Context: an optimization exercise on an open-source flow, tuned for a short achievable clock period and few clock cycles per item. The choices shown serve that exercise and are no tape-out recipe.
The RTL was checked by simulation tests, not by an equivalence proof against the original design.
Power figures rest on the tool's default switching activity, not on a simulated workload.

## design.v

```verilog
module CPU (clk, reset, in, out, N, V, Z, w, mem_cmd, mem_addr, reg_out);
	input clk, reset;
	input [15:0] in;
	output logic [15:0] out;
	output logic N, V, Z, w;
	output logic [1:0] mem_cmd;
	output logic [8:0] mem_addr;
	output logic [127:0] reg_out;
	logic [15:0] R [0:7];
	logic halted;
	logic [8:0] MA;         
	logic       MST;        
	logic       FT;         
	logic       W;
	logic [8:0] fa;         
	logic [8:0] ia;         
	logic       inv;        
	logic [15:0] IR;
	logic        IRv;
	logic [15:0] A;         
	logic [15:0] B;         
	logic [15:0] SD;        
	logic [8:0]  SADDR;     
	logic [8:0]  TGT;       
	logic [7:0]  PP;        
	logic        TK;        
	logic       ldwb;
	logic [2:0] ld_rd;
	assign mem_addr = MA;
	assign mem_cmd  = MST ? 2'b10 : 2'b01;
	assign out      = SD;
	assign w        = W;
	genvar gi;
	generate
		for (gi = 0; gi < 8; gi = gi + 1) begin : g_ro
			assign reg_out[gi*16 +: 16] = R[gi];
		end
	endgenerate
	function automatic [15:0] shf(input [15:0] x, input [1:0] s);
		case (s)
			2'b00: shf = x;
			2'b01: shf = {x[14:0], 1'b0};
			2'b10: shf = {1'b0, x[15:1]};
			default: shf = {x[15], x[15:1]};
		endcase
	endfunction
	function automatic cond_true(input [2:0] c, input n, input v, input z);
		case (c)
			3'b000: cond_true = 1'b1;
			3'b001: cond_true = z;
			3'b010: cond_true = ~z;
			3'b011: cond_true = n ^ v;
			3'b100: cond_true = (n ^ v) | z;
			default: cond_true = 1'b0;
		endcase
	endfunction
	wire [2:0] e_opc = IR[15:13];
	wire [1:0] e_op  = IR[12:11];
	wire [2:0] e_rn  = IR[10:8];
	wire [2:0] e_rd  = IR[7:5];
	wire [2:0] e_rm  = IR[2:0];
	wire exE     = IRv & ~ldwb & ~halted;
	wire e_movi  = (e_opc == 3'b110) & (e_op == 2'b10);
	wire e_movr  = (e_opc == 3'b110) & (e_op != 2'b10);
	wire e_alu   = (e_opc == 3'b101);
	wire e_cmp   = e_alu & (e_op == 2'b01);
	wire e_ldr   = (e_opc == 3'b011);
	wire e_str   = (e_opc == 3'b100);
	wire e_bl    = (e_opc == 3'b010) & e_op[0];
	wire e_bx    = (e_opc == 3'b010) & ~e_op[0];
	wire e_halt  = (e_opc == 3'b111);
	wire e_redir = TK | e_bx;           
	wire [15:0] sum  = A + B;
	wire [15:0] diff = A - B;
	logic [15:0] res;
	always_comb begin
		if (e_movi)              res = {{8{IR[7]}}, IR[7:0]};
		else if (e_movr)         res = B;
		else if (e_op == 2'b10)  res = A & B;
		else if (e_op == 2'b11)  res = ~B;
		else                     res = sum;
	end
	wire c_n = diff[15];
	wire c_z = (diff == 16'b0);
	wire c_v = (A[15] ^ B[15]) & (diff[15] ^ A[15]);
	logic       e_we;
	logic [2:0] e_wa;
	logic [15:0] e_wd;
	always_comb begin
		e_we = 1'b0; e_wa = e_rd; e_wd = res;
		if (exE) begin
			if (e_movi)                begin e_we = 1'b1; e_wa = e_rn; end
			else if (e_movr)           begin e_we = 1'b1; end
			else if (e_alu & ~e_cmp)   begin e_we = 1'b1; end
			else if (e_bl)             begin e_we = 1'b1; e_wa = e_rn; e_wd = {8'b0, PP}; end
		end
	end
	wire f_n = (exE & e_cmp) ? c_n : N;
	wire f_v = (exE & e_cmp) ? c_v : V;
	wire f_z = (exE & e_cmp) ? c_z : Z;
	wire squash  = exE & (e_str | e_redir);
	wire from_in = ~ldwb & ~squash;
	wire halted_n = halted | (exE & e_halt);
	wire ldwb_n   = exE & e_ldr;
	wire [2:0] d_rn = in[10:8];
	wire [2:0] d_rd = in[7:5];
	wire [2:0] d_rm = in[2:0];
	wire [1:0] d_sh = in[4:3];
	function automatic [15:0] rd_fwd(input [2:0] a);
		rd_fwd = (e_we && e_wa == a) ? e_wd : R[a];
	endfunction
	wire [15:0] d_a  = rd_fwd(d_rn);
	wire [15:0] d_b  = shf(rd_fwd(d_rm), d_sh);
	wire [15:0] d_sd = shf(rd_fwd(d_rd), d_sh);
	wire [8:0]  d_saddr = d_a[8:0] + {{4{in[4]}}, in[4:0]};
	wire [7:0]  d_pp  = ia[7:0] + 8'd1;
	wire [8:0]  d_tgt = {1'b0, d_pp} + {in[7], in[7:0]};
	wire [2:0]  d_opc = in[15:13];
	wire [1:0]  d_op  = in[12:11];
	wire d_mem  = (d_opc == 3'b011) | (d_opc == 3'b100);
	wire d_str  = (d_opc == 3'b100);
	wire d_bx   = (d_opc == 3'b010) & ~d_op[0];
	wire d_tk   = ((d_opc == 3'b001) & cond_true(d_rn, f_n, f_v, f_z)) | ((d_opc == 3'b010) & d_op[0]);
	wire d_halt = (d_opc == 3'b111);
	wire p_a  = (e_rn == ld_rd);
	wire p_b  = (e_rm == ld_rd);
	wire p_sd = (e_rd == ld_rd);
	wire [15:0] s_a  = p_a  ? in : A;
	wire [15:0] s_b  = p_b  ? shf(in, IR[4:3]) : B;
	wire [15:0] s_sd = p_sd ? shf(in, IR[4:3]) : SD;
	wire [8:0]  s_saddr = p_a ? in[8:0] + {{4{IR[4]}}, IR[4:0]} : SADDR;
	logic        x_exec, x_mem, x_str, x_redir, x_halt;
	logic [8:0]  x_addr;
	always_comb begin
		if (ldwb) begin
			x_exec  = IRv & ~halted;
			x_mem   = e_ldr | e_str;
			x_str   = e_str;
			x_redir = TK | e_bx;
			x_halt  = e_halt;
			x_addr  = (e_ldr | e_str) ? s_saddr : TK ? TGT : s_sd[8:0];
		end else begin
			x_exec  = from_in & inv & ~ldwb_n & ~halted_n;
			x_mem   = d_mem;
			x_str   = d_str;
			x_redir = d_tk | d_bx;
			x_halt  = d_halt;
			x_addr  = d_mem ? d_saddr : d_tk ? d_tgt : d_sd[8:0];
		end
	end
	wire x_need = x_exec & (x_mem | x_redir);
	always_ff @(posedge clk) begin
		if (reset) begin
			MA     <= 9'd0;
			MST    <= 1'b0;
			FT     <= 1'b1;
			fa     <= 9'd1;
			inv    <= 1'b0;
			IRv    <= 1'b0;
			ldwb   <= 1'b0;
			halted <= 1'b0;
			W      <= 1'b0;
		end else begin
			inv    <= FT;
			ia     <= MA;
			ldwb   <= ldwb_n;
			halted <= halted_n;
			W      <= halted_n | (x_exec & x_halt);
			MST    <= x_exec & x_str;
			if (ldwb) IRv <= IRv;
			else if (squash) IRv <= 1'b0;
			else IRv <= inv;
			if (exE & e_ldr) begin
				MA <= fa;            fa <= fa + 9'd1;  FT <= 1'b1;
			end else if (exE & e_str) begin
				MA <= inv ? ia : fa; fa <= inv ? fa : fa + 9'd1; FT <= 1'b1;
			end else if (exE & e_redir) begin
				MA <= MA + 9'd1;     fa <= MA + 9'd2;  FT <= 1'b1;
			end else if (x_need) begin
				MA <= x_addr;                          FT <= ~x_mem;
			end else begin
				MA <= fa;            fa <= fa + 9'd1;  FT <= 1'b1;
			end
		end
	end
	always_ff @(posedge clk) begin
		if (e_we) R[e_wa] <= e_wd;
		if (ldwb) R[ld_rd] <= in;
		if (exE & e_cmp) begin
			N <= c_n; V <= c_v; Z <= c_z;
		end
		if (ldwb_n) ld_rd <= e_rd;
		if (ldwb) begin
			A <= s_a; B <= s_b; SD <= s_sd; SADDR <= s_saddr;
		end else begin
			IR <= in;
			A <= d_a; B <= d_b; SD <= d_sd; SADDR <= d_saddr;
			TGT <= d_tgt; PP <= d_pp; TK <= d_tk;
		end
	end
endmodule
```

## run.sh

```bash
#!/bin/bash
# synth_recipe.tcl (not shown) runs the flow's synth.tcl, then flattens the netlist and writes it again
# the make line also repeats each setting of config.mk as NAME=value (left out here)
make -C /OpenROAD-flow-scripts/flow DESIGN_CONFIG=/design/flow/config.mk WORK_HOME=/design/flow/orfs CLKGATE_MAP_FILE= SYNTH_SCRIPT=/design/flow/synth_recipe.tcl finish
```

## config.mk

```make
export PLATFORM = sky130hd
export DESIGN_NAME = CPU
export DESIGN_NICKNAME = CPU
export VERILOG_FILES = /design/flow/design.v
export SDC_FILE = /design/flow/constraint.sdc
export NUM_CORES = 4
export LEC_CHECK = 0
export ABC_CLOCK_PERIOD_IN_PS = 3000
export CAP_MARGIN = 20
export CORE_MARGIN = 2
export CORE_UTILIZATION = 40
export SETUP_SLACK_MARGIN = 4.0
export SLEW_MARGIN = 20
export TNS_END_PERCENT = 100
```

## constraint.sdc

```tcl
create_clock -name core_clock -period 7.0 [get_ports {clk}]
set_input_delay 1.4000 -clock core_clock [delete_from_list [all_inputs] [get_ports {clk}]]
set_output_delay 1.4000 -clock core_clock [all_outputs]
set_load 0.01 [all_outputs]
```

==> reports/summary.log, run 1 <==
qor: outcome.run_status no timing/DRC/antenna violations
qor: clocking.cts-buffers-inserted 31
qor: timing.max_freq 216 MHz
qor: timing.relSlewSlack 25.4%
qor: timing.finalHoldViolations 0
qor: global_routing.globalRoute.totalOverflow 0
qor: drt.totalWireLength 67.7 mm
qor: synthesis.yosys.area.top_type_share 34.8%
qor: synthesis.synth.top_cells.by_count 213 x sky130_fd_sc_hd__edfxtp_1, 144 x sky130_fd_sc_hd__nand2_1, 140 x sky130_fd_sc_hd__o21ai_0
qor: synthesis.synth.largest_area_cell sky130_fd_sc_hd__edfxtp_1
qor: drt.detailed_route_iter0_violations 1633
qor: floorplanning.die_height 218 um
qor: placement.post-place-cells 2450
qor: timing.period_minus_slack 4.62 ns
qor: drt.total_drc_errors_in_the_routed_layout 0
qor: timing.setup_tns_after_final_layout 0 ns
qor: synthesis.post_synth.cell_area_avg 10.4 um^2
qor: critical_path.critical_path_class flop to flop
qor: synthesis.yosysWarningCount 1
qor: timing.worst_margin_slew 1.12 ns
qor: power.power 5.15 mW
qor: min_path.timing.hold.worst.start FT$_SDFF_PP1_
qor: drt.route.detailed.vias_per_inst 6.12
qor: drt.routed-via-count 16500
qor: critical_path.worst_setup_path_startpoint IR[11]$_DFFE_PN_
qor: job.maxCapViolations 0
qor: finish.n_antenna_cell 0
qor: critical_path.timing.reg2reg.worst_path_depth 25
qor: floorplanning.core.rowCount 78
qor: clocking.clk-insertion-delay-late 0.60 ns
qor: critical_path.worst-endpoint-required 7.47 ns
qor: global_routing.initial_antenna_violation_count 0
qor: placement.postPlaceCellArea 20900 um^2
qor: timing.rsz0062_at_grt yes
qor: timing.fin_skew 0.0255 ns
qor: synthesis.ys_seq_area_share 39.8%
qor: timing.final.period_utilization 66.1%
qor: synthesis.synth.top_cells.by_area sky130_fd_sc_hd__edfxtp_1 35%, sky130_fd_sc_hd__mux4_2 12%, sky130_fd_sc_hd__dfxtp_1 5.0%
qor: critical_path.maximum_net_fanout_on_the_critical_path 3
qor: placement.io_buffers 176
qor: synthesis.postSynthNetCount 1841
qor: global_routing.gr-usage-all-layers 27.0%
qor: finish.fin_area 25100 um^2
qor: floorplanning.io_pins 177
qor: clocking.cts_hold_buf 0
qor: floorplanning.core_area 45400 um^2
qor: power.peakVddDrop 0.000209 V
qor: min_path.worstHoldPathCells 1
qor: min_path.hold_path_class flop to flop
qor: drt.routedWlPerCell 25.1 um
qor: synthesis.syn_inst 1758
qor: drt.number_of_nets_with_antenna_violations_after_routing 0
qor: clocking.cts.reportedPaths.clkPinSlew 0.06 ns
qor: clocking.clockBufferDepth 3
qor: floorplanning.effective_utilization_at_floorplan 40.5%
qor: synthesis.synth.lib_cells_used.distinct 98
qor: timing.slew_viol_final 0
qor: timing.final-setup-viol-count 0
qor: global_routing.grt_pass1_wl 97.5 mm
qor: synthesis.synth-async-reset-ratio 0%
qor: critical_path.setup.reg_to_reg.worst_slack 2.38 ns
qor: finish.finalNonFillerCells 2698
qor: critical_path.start_of_the_worst_register_to_register_path IR[11]$_DFFE_PN_
qor: finish.post_synthesis_to_final_layout_area_growth 36.5%
qor: placement.globalplace.congestion 0.902
qor: power.p_per_area 206 nW/um^2
qor: synthesis.postSynthRegisterBits 259
qor: synthesis.number_of_enable_flip_flop_cells_after_synthesis 213
qor: critical_path.crit_arrival 5.09 ns
qor: placement.dp.final_hpwl 45.2 mm
qor: drt.drtPass1Iterations 6
qor: synthesis.synth_most_common_cell sky130_fd_sc_hd__edfxtp_1
qor: clocking.cts.sinks 259
qor: finish.nNetsFinal 2158
qor: floorplanning.die_w 218 um
qor: clocking.tritoncts built
qor: floorplanning.die_footprint 47700 um^2
qor: global_routing.grt_start_max_net_pins 60
qor: synthesis.netlist_area 18400 um^2
qor: global_routing.number_of_global_route_vias_before_repair 15300
qor: clocking.h-tree-depth 1
qor: finish.final_layout_size_suffix_gt1_share 30.5%
qor: critical_path.destination_of_the_worst_register_to_register_timing_path MA[8]$_SDFF_PP0_
qor: critical_path.worst_setup_path_end_kind flop
qor: power.p_leak 9.67 nW
qor: critical_path.start_kind flop
qor: clocking.ctsRootBufferMaster sky130_fd_sc_hd__clkbuf_16
qor: min_path.hold-path-endpoint inv$_SDFF_PP0_
qor: synthesis.ys.flop_type sky130_fd_sc_hd__edfxtp_1
## power breakdown
| group | internal [mW] | switching (mW) |
|---|---|---|
| Clock | 0.984 | 0.684 |
| Combinational | 0.677 | 0.889 |
| Sequential | 1.83 | 0.0893 |
| Total | 3.49 | 1.66 |
## flip-flops by register name, indices dropped and copies added, names as in the netlist, 3 cells and up
signal  cells
A          16
B          16
IR         16
MA          9
PP          8
R         128
SADDR       9
SD         16
TGT         9
fa          9
ia          9
ld_rd       3
## cell type report
type	count	area, um^2
clock inverter	17	209
multi-input combinational	1311	11600
tap	600	751
clock buffer	39	827
sequential	259	7350
inverter	63	239
timing repair buffer	409	4050
fill	3802	20300
## layer usage
| layer | share of wire (%) | routed length [um] | track usage [%] | vias to the layer above |
|---|---|---|---|---|
| met2 | 47 | 31600 | 42.6 | 850 |
| met4 | 3.5 | 2370 | 9.00 | 0 |
| met3 | 8.2 | 5580 | 3.87 | 137 |
| met5 | 0 | 0 | 0 | - |
| met1 | 42 | 28200 | 38.2 | 8215 |
| li1 | - | - | - | 7315 |
## logic make-up after synthesis
| group | Yosys count | synth area share (%) |
|---|---|---|
| simple gates | 488 | 13.2 |
| xor+xnor | 78 | 3.72 |
| flops | 259 | 39.8 |
| buf+inv | 189 | 4.05 |
| fa+ha+maj | 65 | 4.63 |
| mux | 220 | 18.8 |
| compound gates | 459 | 15.8 |
## cell usage in the layout (no fill, tap or decap), types with 9 or more instances in the layout
master | netlist | final
sky130_fd_sc_hd__nand2_1 | 144 | 137
sky130_fd_sc_hd__o211ai_1 | 11 | 11
sky130_fd_sc_hd__edfxtp_1 | 213 | 213
sky130_fd_sc_hd__mux4_2 | 96 | 96
sky130_fd_sc_hd__dlymetal6s2s_1 | 0 | 33
sky130_fd_sc_hd__nor3_1 | 20 | 16
sky130_fd_sc_hd__clkbuf_16 | 0 | 34
sky130_fd_sc_hd__buf_4 | 2 | 165
sky130_fd_sc_hd__nand2b_1 | 19 | 16
sky130_fd_sc_hd__a211oi_1 | 30 | 18
sky130_fd_sc_hd__nand4_1 | 10 | 10
sky130_fd_sc_hd__o21ai_0 | 140 | 74
sky130_fd_sc_hd__dlygate4sd2_1 | 0 | 33
sky130_fd_sc_hd__a21oi_1 | 136 | 97
sky130_fd_sc_hd__buf_12 | 0 | 17
sky130_fd_sc_hd__o21ai_1 | 2 | 35
sky130_fd_sc_hd__xnor2_1 | 55 | 48
sky130_fd_sc_hd__buf_8 | 0 | 11
sky130_fd_sc_hd__a21o_1 | 17 | 17
sky130_fd_sc_hd__nand3_1 | 40 | 38
sky130_fd_sc_hd__mux2i_1 | 91 | 88
sky130_fd_sc_hd__ha_1 | 60 | 43
sky130_fd_sc_hd__a21oi_2 | 0 | 32
sky130_fd_sc_hd__xor2_1 | 23 | 21
sky130_fd_sc_hd__nor2_1 | 132 | 121
sky130_fd_sc_hd__buf_6 | 2 | 37
sky130_fd_sc_hd__nor2b_1 | 34 | 33
sky130_fd_sc_hd__ha_4 | 0 | 13
sky130_fd_sc_hd__mux2_2 | 30 | 23
sky130_fd_sc_hd__o21ai_2 | 1 | 24
sky130_fd_sc_hd__clkdlybuf4s50_1 | 0 | 100
sky130_fd_sc_hd__o22ai_1 | 12 | 12
sky130_fd_sc_hd__inv_1 | 61 | 58
sky130_fd_sc_hd__dfxtp_1 | 46 | 35
sky130_fd_sc_hd__and3_1 | 15 | 15
sky130_fd_sc_hd__o21ai_4 | 0 | 11
sky130_fd_sc_hd__nor3b_1 | 10 | 9
## how the worst max path moves through the flow
stage                       endpoint  slack [ns]
global placement    MA[8]$_SDFF_PP0_        1.72
finish              MA[8]$_SDFF_PP0_        2.38
CTS                 MA[8]$_SDFF_PP0_        2.52
global route        MA[8]$_SDFF_PP0_        2.19
detailed placement  MA[8]$_SDFF_PP0_        1.70
floorplan           MA[8]$_SDFF_PP0_        2.35
## critical path: stages (launching register included)
cell                       delay, ns
sky130_fd_sc_hd__edfxtp_1       0.43
sky130_fd_sc_hd__buf_12         0.16
sky130_fd_sc_hd__nand3b_1       0.19
sky130_fd_sc_hd__a211oi_4       0.27
sky130_fd_sc_hd__buf_12         0.17
sky130_fd_sc_hd__mux2i_4        0.29
sky130_fd_sc_hd__xnor2_2        0.11
sky130_fd_sc_hd__nor4_4         0.36
sky130_fd_sc_hd__buf_4          0.20
sky130_fd_sc_hd__nand2_4        0.06
sky130_fd_sc_hd__o21ai_4        0.11
sky130_fd_sc_hd__ha_4           0.17
sky130_fd_sc_hd__inv_2          0.04
sky130_fd_sc_hd__fa_2           0.37
sky130_fd_sc_hd__nor2b_4        0.12
sky130_fd_sc_hd__o21ai_2        0.06
sky130_fd_sc_hd__a21boi_1       0.14
sky130_fd_sc_hd__o21a_1         0.19
sky130_fd_sc_hd__o21ai_1        0.08
sky130_fd_sc_hd__nand2b_1       0.08
sky130_fd_sc_hd__a21oi_2        0.05
sky130_fd_sc_hd__xnor2_1        0.13
sky130_fd_sc_hd__xnor2_1        0.21
sky130_fd_sc_hd__a21oi_1        0.11
sky130_fd_sc_hd__o311a_1        0.15
sky130_fd_sc_hd__a211o_1        0.23
## timing repair
item                                    CTS  global route
pin swaps                                40            55
endpoints found under the setup margin  325           310
setup buffers                           100            84
cloned                                    6             2
gates resized for setup                 238           183
## through the flow
step           utilization, %  worst slack (ns)  hold WS, ns
4_1_cts                  52.0              2.52        0.441
3_3_place_gp             46.1              1.72        0.421
3_5_place_dp             46.1              1.70        0.428
6_report                 55.2              2.38        0.443
5_1_grt                  55.2              2.19        0.449
2_1_floorplan               -              2.35        0.414
Testbench counts, summed over its fixed seeds: cycles 9,396, instrs 6,884.
==> inputs of run 2 (changes only) <==
==> config.mk (replaced) <==
export PLATFORM = sky130hd
export DESIGN_NAME = CPU
export DESIGN_NICKNAME = CPU
export VERILOG_FILES = /design/flow/design.v
export SDC_FILE = /design/flow/constraint.sdc
export NUM_CORES = 4
export LEC_CHECK = 0
export ABC_CLOCK_PERIOD_IN_PS = 2500
export CAP_MARGIN = 20
export CORE_MARGIN = 2
export CORE_UTILIZATION = 40
export SETUP_SLACK_MARGIN = 4.5
export SLEW_MARGIN = 20
export TNS_END_PERCENT = 100
==> run 2 against run 1 <==
Utilization up 2.5 points; critical path depth down 7; first-iteration DRC count up 5.5%; clock power about the same; cell count up 5.1%; combinational power up 4%; total power up 1.5%; die area unchanged; clock skew up 0.0026 ns; largest power group unchanged.
==> reports/summary.log, run 2 <==
qor: timing.fin_skew 0.0280 ns [+0.00256 ns]
qor: critical_path.critical_path_class flop to flop
qor: floorplanning.core.rowCount 78 [unchanged]
qor: finish.layout_commonest_cell sky130_fd_sc_hd__buf_4
qor: synthesis.synth.largest_area_cell sky130_fd_sc_hd__edfxtp_1
qor: min_path.worstHoldPathCells 1 [unchanged]
qor: clocking.clk-insertion-delay-late 0.56 ns [-0.04 ns]
qor: finish.largest_reg_flops 128 [unchanged]
qor: synthesis.synth.top_cells.by_area sky130_fd_sc_hd__edfxtp_1 35%, sky130_fd_sc_hd__mux4_2 12%, sky130_fd_sc_hd__dfxtp_1 5.0%
qor: floorplanning.die_footprint 47700 um^2 [unchanged]
qor: drt.total_drc_errors_in_the_routed_layout 0 [unchanged]
qor: synthesis.ys.flop_type sky130_fd_sc_hd__edfxtp_1
qor: placement.io_buffers 176 [unchanged]
qor: outcome.run_status no timing/DRC/antenna violations
qor: synthesis.postSynthNetCount 1841 [unchanged]
qor: drt.totalWireLength 72.3 mm [+6.7%]
qor: finish.top_reg_by_flops R
qor: finish.fill_cells 3673 [-3.4%]
qor: min_path.timing.hold.worst.start FT$_SDFF_PP1_
qor: timing.final-setup-viol-count 0 [unchanged]
qor: timing.max_freq 227 MHz [+5.1%]
qor: drt.routedWlPerCell 25.5 um [+1.6%]
qor: critical_path.crit_path_max_incr_delay 0.53 ns [+0.10 ns]
qor: drt.routed-via-count 17200 [+4.3%]
qor: timing.finalHoldViolations 0 [unchanged]
qor: timing.worst_margin_slew 1.15 ns [+0.0310 ns]
qor: finish.layout_common_cells 219 x sky130_fd_sc_hd__buf_4, 213 x sky130_fd_sc_hd__edfxtp_1, 165 x sky130_fd_sc_hd__buf_6
qor: clocking.cts.reportedPaths.clkPinSlew 0.06 ns [about the same]
qor: clocking.cts_hold_buf 0 [unchanged]
qor: critical_path.maximum_net_fanout_on_the_critical_path 6 [+3]
qor: min_path.hold_path_class flop to flop
qor: placement.globalplace.congestion 0.899 [-0.28%]
qor: finish.nNetsFinal 2295 [+6.3%]
qor: critical_path.start_of_the_worst_register_to_register_path B[0]$_DFFE_PP_
qor: global_routing.grt_pass1_wl 104 mm [+6.8%]
qor: critical_path.critical_path_cell_list buf_6, buf_6, ha_4, fa_2, nand2b_4, a21oi_4, o2111a_2, a2111oi_4, a311o_1, or4b_4, o31ai_4, o211a_4, buf_12, nand3_4, buf_6, mux2i_1, a211oi_2, o221a_1
qor: floorplanning.io_pins 177 [unchanged]
qor: synthesis.post_synth.cell_area_avg 10.4 um^2 [unchanged]
qor: finish.final_layout_size_suffix_gt1_share 42.4% [+12 points]
qor: finish.post_synthesis_to_final_layout_area_growth 42.6%
qor: power.power 5.23 mW [+1.5%]
qor: synthesis.yosys.area.top_type_share 34.8% [unchanged]
qor: synthesis.number_of_enable_flip_flop_cells_after_synthesis 213 [unchanged]
qor: critical_path.worst_setup_path_end_kind flop
qor: critical_path.cpMostUsedCell sky130_fd_sc_hd__buf_6
qor: drt.detailed_route_iter0_violations 1722 [+5.5%]
qor: min_path.hold-path-endpoint inv$_SDFF_PP0_
qor: critical_path.worst-endpoint-required 7.48 ns [about the same]
qor: clocking.cts.sinks 259 [unchanged]
qor: synthesis.synth_most_common_cell sky130_fd_sc_hd__edfxtp_1
qor: synthesis.synth.lib_cells_used.distinct 98 [unchanged]
qor: clocking.ctsRootBufferMaster sky130_fd_sc_hd__clkbuf_16
qor: critical_path.setup.reg_to_reg.worst_slack 2.60 ns [+0.23 ns]
qor: clocking.clockBufferDepth 3 [unchanged]
qor: timing.period_minus_slack 4.40 ns [-0.225 ns]
qor: finish.fin_area 26200 um^2 [+4.5%]
qor: global_routing.initial_antenna_violation_count 2 [+2]
qor: global_routing.globalRoute.totalOverflow 0 [unchanged]
qor: drt.route.detailed.vias_per_inst 6.08 [-0.73%]
qor: placement.dp.final_hpwl 45.6 mm [+1.0%]
qor: synthesis.ys_seq_area_share 39.8% [unchanged]
qor: drt.number_of_nets_with_antenna_violations_after_routing 0 [unchanged]
qor: floorplanning.core_area 45400 um^2 [unchanged]
qor: floorplanning.effective_utilization_at_floorplan 40.5% [unchanged]
qor: critical_path.start_kind flop
qor: timing.final.period_utilization 62.8% [-3.2 points]
qor: global_routing.gr-usage-all-layers 29.0% [+2.0 points]
qor: synthesis.postSynthRegisterBits 259 [unchanged]
qor: critical_path.timing.reg2reg.worst_path_depth 18 [-28%]
qor: placement.postPlaceCellArea 21100 um^2 [+0.68%]
qor: timing.relSlewSlack 23.5% [-1.9 points]
qor: critical_path.worst_setup_path_startpoint B[0]$_DFFE_PP_
qor: floorplanning.die_height 218 um [unchanged]
qor: power.peakVddDrop 0.000173 V [-17%]
qor: clocking.h-tree-depth 2 [+1]
qor: synthesis.synth-async-reset-ratio 0% [unchanged]
qor: global_routing.number_of_global_route_vias_before_repair 16500 [+7.8%]
qor: clocking.cts-buffers-inserted 34 [+9.7%]
qor: synthesis.syn_inst 1758 [unchanged]
qor: finish.n_antenna_cell 0 [unchanged]
qor: timing.setup_tns_after_final_layout 0 ns [unchanged]
qor: drt.drtPass1Iterations 7 [+1]
qor: synthesis.netlist_area 18400 um^2 [unchanged]
qor: power.p_per_area 200 nW/um^2 [-2.8%]
qor: synthesis.synth.top_cells.by_count 213 x sky130_fd_sc_hd__edfxtp_1, 144 x sky130_fd_sc_hd__nand2_1, 140 x sky130_fd_sc_hd__o21ai_0
qor: global_routing.grt_start_max_net_pins 94 [+57%]
qor: synthesis.yosysWarningCount 1 [unchanged]
qor: clocking.tritoncts built
qor: timing.slew_viol_final 0 [unchanged]
qor: job.maxCapViolations 0 [unchanged]
qor: critical_path.cpMaxStageDelayCell sky130_fd_sc_hd__edfxtp_1
qor: critical_path.destination_of_the_worst_register_to_register_timing_path MA[1]$_SDFF_PP0_
qor: timing.rsz0062_at_grt yes
qor: critical_path.crit_arrival 4.88 ns [-0.21 ns]
qor: floorplanning.die_w 218 um [unchanged]
qor: power.p_leak 10.4 nW [+7.2%]
[run 2: cell types whose count changed in the layout (fill, tap and decap cells not counted), sizes merged, moves of 5 or more]
cell	previous run	this run
clkinv	7	12
buf	238	519
dlygate4sd2	33	1
clkdlybuf4s50	100	4
clkbuf	43	50
dlymetal6s2s	33	3
bufbuf	1	6
[run 2: repair_timing]
| action | CTS | global route |
|---|---|---|
| gates cloned | 9 | 4 |
| pin swaps | 86 | 49 |
| buffers inserted | 262 | 58 |
| resized for setup | 942 | 147 |
| setup endpoints to repair | 517 | 478 |
[run 2: metrics by stage]
stage	util, %	setup slack (ns)	hold WS (ns)	instances
detailed placement	46.4	1.53	0.436	2442
floorplan	-	2.35	0.414	1758
finish	57.7	2.60	0.453	2835
CTS	55.3	2.70	0.458	2772
global route	57.7	2.46	0.464	2835
global placement	46.4	1.60	0.418	2442
[run 2: power by group]
part           total [mW]  leakage, nW  internal (mW)  switching, mW
Combinational        1.63         7.42          0.701          0.927
Clock                1.69        0.508          0.956          0.733
Sequential           1.91         2.45           1.83         0.0845
[run 2: worst max-delay path: cells and delay by family (launching register included)]
family | cells | cell delay [ns]
fa+ha+maj | 2 | 0.51
flops | 1 | 0.53
mux | 1 | 0.12
buf+inv | 4 | 0.57
simple gates | 3 | 0.80
compound gates | 8 | 1.79
[run 2: cell type report]
type                            count  area [um^2]  share of cell area, %
Clock buffer                       43          905                   3.45
Timing Repair Buffer              542         5080                   19.4
Inverter                           63          239                  0.912
Sequential cell                   259         7370                   28.2
Clock inverter                     16          126                  0.482
Multi-Input combinational cell   1312        11700                   44.7
Tap cell                          600          751                   2.87
[run 2: worst max-delay path by stage]
stage / to / slack [ns] / cells past startpoint
after floorplan: MA[8]$_SDFF_PP0_ / 2.35 / 20
after global placement: MA[8]$_SDFF_PP0_ / 1.60 / 22
after detailed placement: MA[8]$_SDFF_PP0_ / 1.53 / 22
after CTS: MA[8]$_SDFF_PP0_ / 2.70 / 24
after global routing: MA[3]$_SDFF_PP0_ / 2.46 / 18
final: MA[1]$_SDFF_PP0_ / 2.60 / 18
[run 2: kinds of logic (layout without fill, tap and decap cells)]
| logic type | after synthesis | count (layout) | share of synthesized area [%] |
|---|---|---|---|
| flops | 259 | 259 | 39.8 |
| fa+ha+maj | 65 | 65 | 4.63 |
| xor+xnor | 78 | 78 | 3.72 |
| buf+inv | 189 | 664 | 4.05 |
| mux | 220 | 220 | 18.8 |
| simple gates | 488 | 489 | 13.2 |
| compound gates | 459 | 460 | 15.8 |
[run 2: layer usage]
metal | wire, um | up-vias | track usage [%]
li1 | - | 7596 | -
met1 | 29200 | 8489 | 39.7
met2 | 33200 | 964 | 45.2
met3 | 6800 | 176 | 5.83
met4 | 3070 | 4 | 11.7
met5 | 22 | - | 0

[re-timing with driven ports]
In the flow no input, the clock included, has a driving cell. The finished layouts below were timed again as built, in two steps. Step 1, drivers: a clkbuf_16 drives clk and a buf_2 each remaining input, both assumed. Step 2 adds t to the input delays and takes it off the output delays; t is the mean of the earliest and latest rising clock arrival at the registers after step 1. Input paths then give back, and output paths get back, about the clock's delay inside the block. a / b / c = no drivers / after step 1 / after step 2; a / b = the first two.
run	t, ns	slack for setup (ns)	worst hold slack (ns)	worst setup path at the end
run 1	0.645	2.376 / 2.376 / 1.825	0.443 / 0.443 / 0.443	input to register
run 2	0.608	2.601 / 2.601 / 2.134	0.453 / 0.453 / 0.453	input to register
After both steps every run listed still meets setup and hold. The setup slack of run 1, which loses most, moves by 0.000 ns with the drivers and by -0.551 ns with both steps.
